This design comes from an exercise in tuning for small area, a short achievable clock period and few clock cycles per item on the open sky130 flow, not from production work.
At most, simulation tests tie the RTL to the original design; equivalence was not proved.

==> run a <==
Design booth_multiplier, start of the top module:
module booth_multiplier #(
    parameter int N = 64
)(
    input  logic                    clk,
    input  logic                    rst,
    input  logic                    start,
    input  logic signed [N-1:0]     multiplicand,
    input  logic signed [N-1:0]     multiplier,
    output logic signed [(2*N)-1:0] product,
    output logic                    done
);
clock: 6.0 ns
lec_check: 0
cap_margin: 20
core_margin: 2
core_utilization: 60
cts_buf_list: sky130_fd_sc_hd__clkbuf_8
cts_cluster_size: 40
setup_slack_margin: 3.0
slew_margin: 20
synth_hierarchical: 1
synth_minimum_keep_size: 0
buffer_ports_args: -buffer_cell sky130_fd_sc_hd__buf_2
standard.sh (not shown) runs the stock make flow with config.mk's settings and CLKGATE_MAP_FILE= SYNTH_SCRIPT=/design/flow/synth_recipe.tcl, a recipe that flattens the netlist after the stock synthesis.
==> flow/flow/run.sh <==
#!/bin/bash
# Own layout flow: the standard flow, with the port buffers made from
# sky130_fd_sc_hd__buf_2 cells instead of the default cell.
set -e
cp standard.sh standard_sh.txt
echo "export BUFFER_PORTS_ARGS = -buffer_cell sky130_fd_sc_hd__buf_2" >> config.mk
bash standard.sh > standard.log 2>&1
==> run b: changes against run a <==
==> flow/run.sh (new file) <==
#!/bin/bash
# synth_recipe.tcl (not shown) runs the flow's synth.tcl, then flattens the netlist and writes it again
# the make line also repeats each setting of config.mk as NAME=value (left out here)
make -C /OpenROAD-flow-scripts/flow DESIGN_CONFIG=/design/flow/config.mk WORK_HOME=/design/flow/orfs CLKGATE_MAP_FILE= SYNTH_SCRIPT=/design/flow/synth_recipe.tcl finish
BUFFER_PORTS_ARGS = default   (was -buffer_cell sky130_fd_sc_hd__buf_2)
CORE_UTILIZATION = 40   (was 60)
CTS_BUF_LIST = default   (was sky130_fd_sc_hd__clkbuf_8)
CTS_CLUSTER_SIZE = default   (was 40)
removed: flow/flow/run.sh
removed: flow/standard.sh
==> notes.md <==
metric	run b	run a
Clock network area share	4.508%	3.744%
Final worst clock skew	0.02883 ns	0.03365 ns
Upper clock frequency limit	326.4 MHz	336.9 MHz
Seq. cell area	7606 sq um	7595 sq um
Share of cells above drive strength 1	12.05%	21.30%
Clock network latency to the later pin of the worst-skew pair	0.59 ns	0.66 ns
Utilization after layout	48.62%	67.89%
Buffer count excluding the clock tree in the final layout	334	317
Multi-input logic area	16560 sq um	16490 sq um
Number of antenna violations at the first check in global routing	1	0
Status	finished clean	finished clean
Die area	64830 sq um	43530 sq um
Testbench counts of run a, summed over its fixed seeds: cycles 2,880, items 288.
Testbench counts of run b, summed over its fixed seeds: cycles 2,880, items 288.

* * *

==> run M: inputs <==
booth_multiplier, a different RTL version from the one above (not shown whole).
clock: 6.0 ns
lec_check: 0
cap_margin: 20
core_margin: 2
core_utilization: 60
setup_slack_margin: 3.3
slew_margin: 20
synth_hierarchical: 1
synth_minimum_keep_size: 0
buffer_ports_args: -buffer_cell sky130_fd_sc_hd__buf_1
==> flow/flow/run.sh <==
#!/bin/bash
# Own layout flow: the standard flow, with the port buffers made from
# sky130_fd_sc_hd__buf_1 cells instead of the default cell.
set -e
cp standard.sh standard_sh.txt
echo "export BUFFER_PORTS_ARGS = -buffer_cell sky130_fd_sc_hd__buf_1" >> config.mk
bash standard.sh > standard.log 2>&1
==> inputs of run K, as changes to run M <==
--- a/flow/design.v
+++ b/flow/design.v
@@ -11,17 +11,16 @@
 );
     logic [63:0]   M;           
     logic [63:0]   Q;           
     logic [65:0]   S, C;        
     logic [7:0]    SL, CL;      
     logic [3:0]    one, two, ng;       
     logic [3:0]    oneb, twob, ngb;    
     logic          first;       
-    logic          firstc;      
     logic [2:0]    cnt;
     logic          busy, fin;
     logic [8:0]    lsum;
     logic          cout_g;
     assign lsum   = {1'b0, SL} + {1'b0, CL};
     assign cout_g = first ? 1'b0 : lsum[8];
     function automatic logic [2:0] recode(input logic [2:0] b);
         recode[2] = b[1] ^ b[0];
@@ -64,17 +63,17 @@
     end
     logic [65:0] Sg, Cg, C_INIT;
     always_comb begin
         C_INIT = '0;
         C_INIT[65] = 1'b1;
         for (int i = 0; i < 32; i++) C_INIT[2*i] = Q[2*i+1];
     end
     assign Sg = first ? '0 : S;
-    assign Cg = firstc ? C_INIT : C;
+    assign Cg = first ? C_INIT : C;
     logic hs0, hc0, fs1, fc1, fs2, fc2, hs3, hc3;
     logic fs4, fc4, fs5, fc5, fs6, fc6, fs7, fc7;
     logic fs8, fc8, fs9, fc9, fs10, fc10, fs11, fc11;
     logic fs12, fc12, fs13, fc13, fs14, fc14, fs15, fc15;
     logic fs16, fc16, fs17, fc17, fs18, fc18, fs19, fc19;
     logic fs20, fc20, fs21, fc21, fs22, fc22, fs23, fc23;
     logic fs24, fc24, fs25, fc25, fs26, fc26, fs27, fc27;
     logic fs28, fc28, fs29, fc29, fs30, fc30, fs31, fc31;
@@ -555,17 +554,16 @@
         if (start || fin)
             M <= fin ? cpa[71:8] : multiplicand;
         if (start || busy || fin)
             Q <= (busy || fin) ? {lsum[7:0], Q[63:8]} : multiplier;
         if (start)
             cnt <= '0;
         else if (busy)
             cnt <= cnt + 1'b1;
-        firstc <= start;
         S  <= S_t;
         C  <= C_t;
         SL <= SL_t;
         CL <= CL_t;
         if (start || busy) begin
             one <= one_n;
             two <= two_n;
             ng  <= ng_n;
==> inputs of run X, as changes to run M <==
--- a/flow/design.v
+++ b/flow/design.v
@@ -11,33 +11,32 @@
 );
     logic [63:0]   M;           
     logic [63:0]   Q;           
     logic [65:0]   S, C;        
     logic [7:0]    SL, CL;      
     logic [3:0]    one, two, ng;       
     logic [3:0]    oneb, twob, ngb;    
     logic          first;       
-    logic          firstc;      
     logic [2:0]    cnt;
     logic          busy, fin;
     logic [8:0]    lsum;
     logic          cout_g;
     assign lsum   = {1'b0, SL} + {1'b0, CL};
     assign cout_g = first ? 1'b0 : lsum[8];
     function automatic logic [2:0] recode(input logic [2:0] b);
         recode[2] = b[1] ^ b[0];
         recode[1] = (b[2] & ~b[1] & ~b[0]) | (~b[2] & b[1] & b[0]);
         recode[0] = b[2];
     endfunction
     logic [8:0] nb;       
     logic [3:0] one_n, two_n, ng_n;
     always_comb begin
-        if (busy) nb = Q[15:7];
-        else      nb = {multiplier[7:0], 1'b0};
+        if (start) nb = {multiplier[7:0], 1'b0};
+        else       nb = Q[15:7];
         for (int j = 0; j < 4; j++)
             {one_n[j], two_n[j], ng_n[j]} = recode(nb[2*j +: 3]);
     end
     logic [65:0] pp0;
     logic [65:0] pp1;
     logic [65:0] pp2;
     logic [65:0] pp3;
     always_comb begin
@@ -64,17 +63,17 @@
     end
     logic [65:0] Sg, Cg, C_INIT;
     always_comb begin
         C_INIT = '0;
         C_INIT[65] = 1'b1;
         for (int i = 0; i < 32; i++) C_INIT[2*i] = Q[2*i+1];
     end
     assign Sg = first ? '0 : S;
-    assign Cg = firstc ? C_INIT : C;
+    assign Cg = first ? C_INIT : C;
     logic hs0, hc0, fs1, fc1, fs2, fc2, hs3, hc3;
     logic fs4, fc4, fs5, fc5, fs6, fc6, fs7, fc7;
     logic fs8, fc8, fs9, fc9, fs10, fc10, fs11, fc11;
     logic fs12, fc12, fs13, fc13, fs14, fc14, fs15, fc15;
     logic fs16, fc16, fs17, fc17, fs18, fc18, fs19, fc19;
     logic fs20, fc20, fs21, fc21, fs22, fc22, fs23, fc23;
     logic fs24, fc24, fs25, fc25, fs26, fc26, fs27, fc27;
     logic fs28, fc28, fs29, fc29, fs30, fc30, fs31, fc31;
@@ -547,25 +546,27 @@
     assign C_t[63] = pp3[65];
     assign S_t[64] = 1'b1;
     assign C_t[64] = 1'b0;
     assign S_t[65] = 1'b0;
     assign C_t[65] = 1'b0;
     logic [71:0] cpa;
     bm_cpa u_cpa (.a({S[63:0], SL}), .b({C[63:0], CL}), .s(cpa));
     always_ff @(posedge clk) begin
-        if (start || fin)
-            M <= fin ? cpa[71:8] : multiplicand;
-        if (start || busy || fin)
-            Q <= (busy || fin) ? {lsum[7:0], Q[63:8]} : multiplier;
-        if (start)
+        if (start) begin
+            M   <= multiplicand;
+            Q   <= multiplier;
             cnt <= '0;
-        else if (busy)
+        end else if (busy) begin
+            Q   <= {lsum[7:0], Q[63:8]};
             cnt <= cnt + 1'b1;
-        firstc <= start;
+        end else if (fin) begin
+            Q   <= {cpa[7:0], Q[63:8]};
+            M   <= cpa[71:8];
+        end
         S  <= S_t;
         C  <= C_t;
         SL <= SL_t;
         CL <= CL_t;
         if (start || busy) begin
             one <= one_n;
             two <= two_n;
             ng  <= ng_n;
Settings changed: SETUP_SLACK_MARGIN 3.3 to 3.0.
==> inputs of run Y, as changes to run M <==
--- a/flow/design.v
+++ b/flow/design.v
@@ -11,33 +11,32 @@
 );
     logic [63:0]   M;           
     logic [63:0]   Q;           
     logic [65:0]   S, C;        
     logic [7:0]    SL, CL;      
     logic [3:0]    one, two, ng;       
     logic [3:0]    oneb, twob, ngb;    
     logic          first;       
-    logic          firstc;      
     logic [2:0]    cnt;
     logic          busy, fin;
     logic [8:0]    lsum;
     logic          cout_g;
     assign lsum   = {1'b0, SL} + {1'b0, CL};
     assign cout_g = first ? 1'b0 : lsum[8];
     function automatic logic [2:0] recode(input logic [2:0] b);
         recode[2] = b[1] ^ b[0];
         recode[1] = (b[2] & ~b[1] & ~b[0]) | (~b[2] & b[1] & b[0]);
         recode[0] = b[2];
     endfunction
     logic [8:0] nb;       
     logic [3:0] one_n, two_n, ng_n;
     always_comb begin
-        if (busy) nb = Q[15:7];
-        else      nb = {multiplier[7:0], 1'b0};
+        if (start) nb = {multiplier[7:0], 1'b0};
+        else       nb = Q[15:7];
         for (int j = 0; j < 4; j++)
             {one_n[j], two_n[j], ng_n[j]} = recode(nb[2*j +: 3]);
     end
     logic [65:0] pp0;
     logic [65:0] pp1;
     logic [65:0] pp2;
     logic [65:0] pp3;
     always_comb begin
@@ -64,17 +63,17 @@
     end
     logic [65:0] Sg, Cg, C_INIT;
     always_comb begin
         C_INIT = '0;
         C_INIT[65] = 1'b1;
         for (int i = 0; i < 32; i++) C_INIT[2*i] = Q[2*i+1];
     end
     assign Sg = first ? '0 : S;
-    assign Cg = firstc ? C_INIT : C;
+    assign Cg = first ? C_INIT : C;
     logic hs0, hc0, fs1, fc1, fs2, fc2, hs3, hc3;
     logic fs4, fc4, fs5, fc5, fs6, fc6, fs7, fc7;
     logic fs8, fc8, fs9, fc9, fs10, fc10, fs11, fc11;
     logic fs12, fc12, fs13, fc13, fs14, fc14, fs15, fc15;
     logic fs16, fc16, fs17, fc17, fs18, fc18, fs19, fc19;
     logic fs20, fc20, fs21, fc21, fs22, fc22, fs23, fc23;
     logic fs24, fc24, fs25, fc25, fs26, fc26, fs27, fc27;
     logic fs28, fc28, fs29, fc29, fs30, fc30, fs31, fc31;
@@ -547,25 +546,27 @@
     assign C_t[63] = pp3[65];
     assign S_t[64] = 1'b1;
     assign C_t[64] = 1'b0;
     assign S_t[65] = 1'b0;
     assign C_t[65] = 1'b0;
     logic [71:0] cpa;
     bm_cpa u_cpa (.a({S[63:0], SL}), .b({C[63:0], CL}), .s(cpa));
     always_ff @(posedge clk) begin
-        if (start || fin)
-            M <= fin ? cpa[71:8] : multiplicand;
-        if (start || busy || fin)
-            Q <= (busy || fin) ? {lsum[7:0], Q[63:8]} : multiplier;
-        if (start)
+        if (start) begin
+            M   <= multiplicand;
+            Q   <= multiplier;
             cnt <= '0;
-        else if (busy)
+        end else if (busy) begin
+            Q   <= {lsum[7:0], Q[63:8]};
             cnt <= cnt + 1'b1;
-        firstc <= start;
+        end else if (fin) begin
+            Q   <= {cpa[7:0], Q[63:8]};
+            M   <= cpa[71:8];
+        end
         S  <= S_t;
         C  <= C_t;
         SL <= SL_t;
         CL <= CL_t;
         if (start || busy) begin
             one <= one_n;
             two <= two_n;
             ng  <= ng_n;
==> notes.md <==
|  | run Y | run K | run X | run M |
|---|---|---|---|---|
| Run status | no timing/DRC/antenna violations | no timing/DRC/antenna violations | no timing/DRC/antenna violations | no timing/DRC/antenna violations |
| Crit. path cell count | 6 | 6 | 5 | 4 |
| Number of standard cells in the layout, taps in and fillers out | 3,159 | 3,127 | 3,124 | 3,104 |
| Global Route Usage Sum | 34.5% | 34.7% | 34.2% | 34.6% |
| Pre-CTS setup slack | 2.57 ns | 2.59 ns | 2.44 ns | 2.52 ns |
| Length in cells of the worst reg-to-reg path | 6 | 6 | 11 | 4 |
| Starting utilization of the core area | 60.5% | 61.0% | 60.5% | 61.0% |
| Count of fill cells added during filler insertion | 3,310 | 3,169 | 3,420 | 3,245 |
| Post_cts resized | 52 | 107 | 4 | 42 |
| Final min period | 2.80 ns | 2.85 ns | 2.90 ns | 2.65 ns |
| WP buf/inv | 2 | 2 | 2 | 0 |
| Top Metal Used | met4 | met5 | met4 | met5 |
| CP Class | flop to flop | flop to flop | primary input to flop | flop to flop |
| Worst setup skew after layout | 0.0281 ns | 0.0211 ns | 0.0147 ns | 0.00973 ns |
| Std-Cell Core Area | 41,700 um^2 | 40,900 um^2 | 41,700 um^2 | 40,900 um^2 |
| Share of cell area taken by flip-flops and latches | 26.3% | 26.5% | 27.3% | 27.0% |
| Wire length of the first global-routing pass | 115,000 um | 116,000 um | 114,000 um | 115,000 um |
| Fraction of area in multi-input gates | 58.5% | 59.0% | 59.4% | 59.1% |
| Total number of vias | 19,200 | 19,000 | 18,700 | 18,900 |
Testbench counts of run M, summed over its fixed seeds: cycles 2,880, items 288.
Testbench counts of run K, summed over its fixed seeds: cycles 2,880, items 288.
Function not checked in run X and run Y: the RTL went through the layout flow alone.

* * *

==> inputs of try-quartz <==
Another version of the RTL of booth_multiplier (not shown whole).
## booth_multiplier
module booth_multiplier #(
    parameter int N = 64
)(
    input  logic                    clk,
    input  logic                    rst,
    input  logic                    start,
    input  logic signed [N-1:0]     multiplicand,
    input  logic signed [N-1:0]     multiplier,
    output logic signed [(2*N)-1:0] product,
    output logic                    done
);
clock: 6.0 ns
lec_check: 0
cap_margin: 20
core_margin: 2
core_utilization: 40
slew_margin: 20
synth_hierarchical: 1
synth_minimum_keep_size: 0
run.sh (not shown) runs the stock make flow with config.mk's settings and CLKGATE_MAP_FILE= SYNTH_SCRIPT=/design/flow/synth_recipe.tcl, a recipe that flattens the netlist after the stock synthesis.
Stock flow here: none of the scripts above is used.
==> inputs of try-indigo, as changes to try-quartz <==
- SETUP_SLACK_MARGIN: unset -> 3.0
==> impl_metrics.py <==
metrics = {
    "outcome": {
        "outcome": "no timing/DRC/antenna violations",
    },
    "clock_network": {
        "post_cts_buffers": 0,
    },
    "sta": {
        "slew-limit-headroom_pct": 28.02,
    },
    "worst_setup_path": {
        "critical_path.most_common_cell": "sky130_fd_sc_hd__nor3_1",
        "ff2ff_setup_slack_ps": 2330,
        "critical_path.n_buffers_inverters": 0,
        "crit_path_top_delay_cell": "sky130_fd_sc_hd__nor3_1",
    },
    "global_routing": {
        "grt.met3_usage_pct": 4.226,
    },
    "drt": {
        "drt-vias-per-instance": 5.553,
    },
    "finish": {
        "area_growth_pct": 14.39,
    },
}
Source of the figures above: try-quartz

==> impl_metrics.py <==
metrics = {
    "global_routing": {
        "grt.met3_usage_pct": 4.385,
    },
    "worst_setup_path": {
        "critical_path.n_buffers_inverters": 1,
        "crit_path_top_delay_cell": "sky130_fd_sc_hd__fa_2",
        "ff2ff_setup_slack_ps": 2760,
        "critical_path.most_common_cell": "sky130_fd_sc_hd__a211o_1",
    },
    "finish": {
        "area_growth_pct": 24.16,
    },
    "outcome": {
        "outcome": "no timing/DRC/antenna violations",
    },
    "drt": {
        "drt-vias-per-instance": 5.675,
    },
    "clock_network": {
        "post_cts_buffers": 16,
    },
}
Source of the figures above: try-indigo

Function was not checked in any run of this note: the RTL went through the layout flow alone.

* * *

==> inputs of job 4275 <==
booth_multiplier, a different RTL version from the one above (not shown whole).
Settings: LEC_CHECK=0, CAP_MARGIN=20, CORE_MARGIN=2, CORE_UTILIZATION=60, SETUP_SLACK_MARGIN=3.0, SLEW_MARGIN=20, SYNTH_HIERARCHICAL=1, SYNTH_MINIMUM_KEEP_SIZE=0, BUFFER_PORTS_ARGS=-buffer_cell sky130_fd_sc_hd__buf_2; clock period 6.0 ns.
standard.sh (not shown) runs the stock make flow with config.mk's settings and CLKGATE_MAP_FILE= SYNTH_SCRIPT=/design/flow/synth_recipe.tcl, a recipe that flattens the netlist after the stock synthesis.
==> flow/flow/run.sh <==
#!/bin/bash
# Own layout flow: the standard flow, with the port buffers made from
# sky130_fd_sc_hd__buf_2 cells instead of the default cell.
set -e
cp standard.sh standard_sh.txt
echo "export BUFFER_PORTS_ARGS = -buffer_cell sky130_fd_sc_hd__buf_2" >> config.mk
bash standard.sh > standard.log 2>&1
==> job 8985 (differences from job 4275) <==
--- a/flow/design.v
+++ b/flow/design.v
@@ -25,23 +25,18 @@
     function automatic logic [2:0] recode(input logic [2:0] b);
         recode[2] = b[1] ^ b[0];
         recode[1] = (b[2] & ~b[1] & ~b[0]) | (~b[2] & b[1] & b[0]);
         recode[0] = b[2];
     endfunction
-    logic [8:0] nbi, nbq;
-    logic [3:0] one_i, two_i, ng_i, one_q, two_q, ng_q, one_n, two_n, ng_n;
-    assign nbi = {multiplier[7:0], 1'b0};
-    assign nbq = Q[15:7];
+    logic [8:0] nb;       
+    logic [3:0] one_n, two_n, ng_n;
     always_comb begin
-        for (int j = 0; j < 4; j++) begin
-            {one_i[j], two_i[j], ng_i[j]} = recode(nbi[2*j +: 3]);
-            {one_q[j], two_q[j], ng_q[j]} = recode(nbq[2*j +: 3]);
-        end
+        if (start) nb = {multiplier[7:0], 1'b0};
+        else       nb = Q[15:7];
+        for (int j = 0; j < 4; j++)
+            {one_n[j], two_n[j], ng_n[j]} = recode(nb[2*j +: 3]);
     end
-    assign one_n = start ? one_i : one_q;
-    assign two_n = start ? two_i : two_q;
-    assign ng_n  = start ? ng_i  : ng_q;
     logic [65:0] pp0;
     logic [65:0] pp1;
     logic [65:0] pp2;
     logic [65:0] pp3;
     always_comb begin
Settings changed: CORE_UTILIZATION 60 to 40, SETUP_SLACK_MARGIN 3.0 to 3.3.
==> job 1093 (differences from job 4275) <==
--- a/flow/design.v
+++ b/flow/design.v
@@ -25,23 +25,18 @@
     function automatic logic [2:0] recode(input logic [2:0] b);
         recode[2] = b[1] ^ b[0];
         recode[1] = (b[2] & ~b[1] & ~b[0]) | (~b[2] & b[1] & b[0]);
         recode[0] = b[2];
     endfunction
-    logic [8:0] nbi, nbq;
-    logic [3:0] one_i, two_i, ng_i, one_q, two_q, ng_q, one_n, two_n, ng_n;
-    assign nbi = {multiplier[7:0], 1'b0};
-    assign nbq = Q[15:7];
+    logic [8:0] nb;       
+    logic [3:0] one_n, two_n, ng_n;
     always_comb begin
-        for (int j = 0; j < 4; j++) begin
-            {one_i[j], two_i[j], ng_i[j]} = recode(nbi[2*j +: 3]);
-            {one_q[j], two_q[j], ng_q[j]} = recode(nbq[2*j +: 3]);
-        end
+        if (start) nb = {multiplier[7:0], 1'b0};
+        else       nb = Q[15:7];
+        for (int j = 0; j < 4; j++)
+            {one_n[j], two_n[j], ng_n[j]} = recode(nb[2*j +: 3]);
     end
-    assign one_n = start ? one_i : one_q;
-    assign two_n = start ? two_i : two_q;
-    assign ng_n  = start ? ng_i  : ng_q;
     logic [65:0] pp0;
     logic [65:0] pp1;
     logic [65:0] pp2;
     logic [65:0] pp3;
     always_comb begin
Settings changed: CORE_UTILIZATION 60 to 40.
==> flow_summary.json <==
{
  "status": "no timing/DRC/antenna violations",
  "area_growth_pct": 14.5,
  "worstMarginPinSlew_ps": 861,
  "synth_compound_area_share_pct": 16.8,
  "inverters": 57,
  "fin_nets": 3005,
  "met1_usage_pct": 34.3,
  "r2r-start": "M[63]$_DFFE_PP_",
  "rr_endpoint": "S[58]$_DFF_P_",
  "multi_input_area_sq_um": 16700,
  "cp_num_cells": 8,
  "rows": 91,
  "hold_ws_ps": 477
}
-- figures above: job 1093

==> flow_summary.json <==
{
  "area_growth_pct": 28.2,
  "hold_ws_ps": 463,
  "r2r-start": "CL[5]$_SDFF_PN0_",
  "inverters": 57,
  "synth_compound_area_share_pct": 16.8,
  "worstMarginPinSlew_ps": 1120,
  "syn-instance-count": 2459,
  "rr_endpoint": "S[58]$_DFF_P_",
  "multi_input_area_sq_um": 18500,
  "status": "no timing/DRC/antenna violations",
  "met1_usage_pct": 36.4,
  "rows": 91,
  "cp_num_cells": 12,
  "fin_nets": 3148,
  "route.detailed.drc": 0
}
-- figures above: job 8985

==> flow_summary.json <==
{
  "cts.clk_slew.worst_paths_ps": 60,
  "rr_endpoint": "S[48]$_DFF_P_",
  "met1_usage_pct": 46.4,
  "r2r-start": "S[14]$_DFF_P_",
  "rows": 75,
  "cp_num_cells": 11,
  "inverters": 50,
  "final_cells": 3152,
  "multi_input_area_share_pct": 59.4,
  "synth_top_area_share_pct": 20.2,
  "multi_input_area_sq_um": 16800,
  "status": "no timing/DRC/antenna violations",
  "synth_edf_count": 140,
  "hold_ws_ps": 464
}
-- figures above: job 4275

Testbench counts of job 8985, summed over its fixed seeds: cycles 2,880, items 288.
Testbench counts of job 1093, summed over its fixed seeds: cycles 2,880, items 288.
Function not checked in job 4275: the RTL went through the layout flow alone.

what the ideal ports hide:
No port has a modelled driver above. Below, the same layouts with a new extraction and two added sets of constraints.
Step 1 assumes that a clkbuf_16 drives the clock port and a buf_2 every other input.
Step 2 adds t to the input delays and takes it off the output delays; t is the mean of the earliest and latest rising clock arrival at the registers after step 1. Input paths then give back, and output paths get back, about the clock's delay inside the block.
Three values: ideal, step 1, step 2; two values: the first two.
| run | shift t [ns] | slack for setup (ns) | worst setup path after step 2 |
|---|---|---|---|
| run a | 0.702 | 3.032 / 3.032 / 2.620 | input to register |
| run b | 0.637 | 2.936 / 2.936 / 2.610 | input to register |
| run M | 0.615 | 3.354 / 3.313 / 2.953 | input to register |
| run K | 0.619 | 3.152 / 3.152 / 2.792 | input to register |
| run X | 0.605 | 3.097 / 3.130 / 2.525 | input to register |
| run Y | 0.615 | 3.197 / 3.197 / 2.927 | input to register |
| try-quartz | 0.625 | 2.329 / 2.329 / 2.199 | input to register |
| try-indigo | 0.627 | 2.762 / 2.762 / 2.562 | input to register |
| job 4275 | 0.611 | 2.952 / 2.952 / 2.775 | input to register |
| job 8985 | 0.625 | 2.985 / 2.985 / 2.954 | input to register |
| job 1093 | 0.635 | 3.014 / 3.014 / 2.539 | input to register |
After both steps every run listed still meets setup and hold. For run X, which loses most, drivers alone change the setup slack by +0.033 ns; drivers and shift together by -0.572 ns.
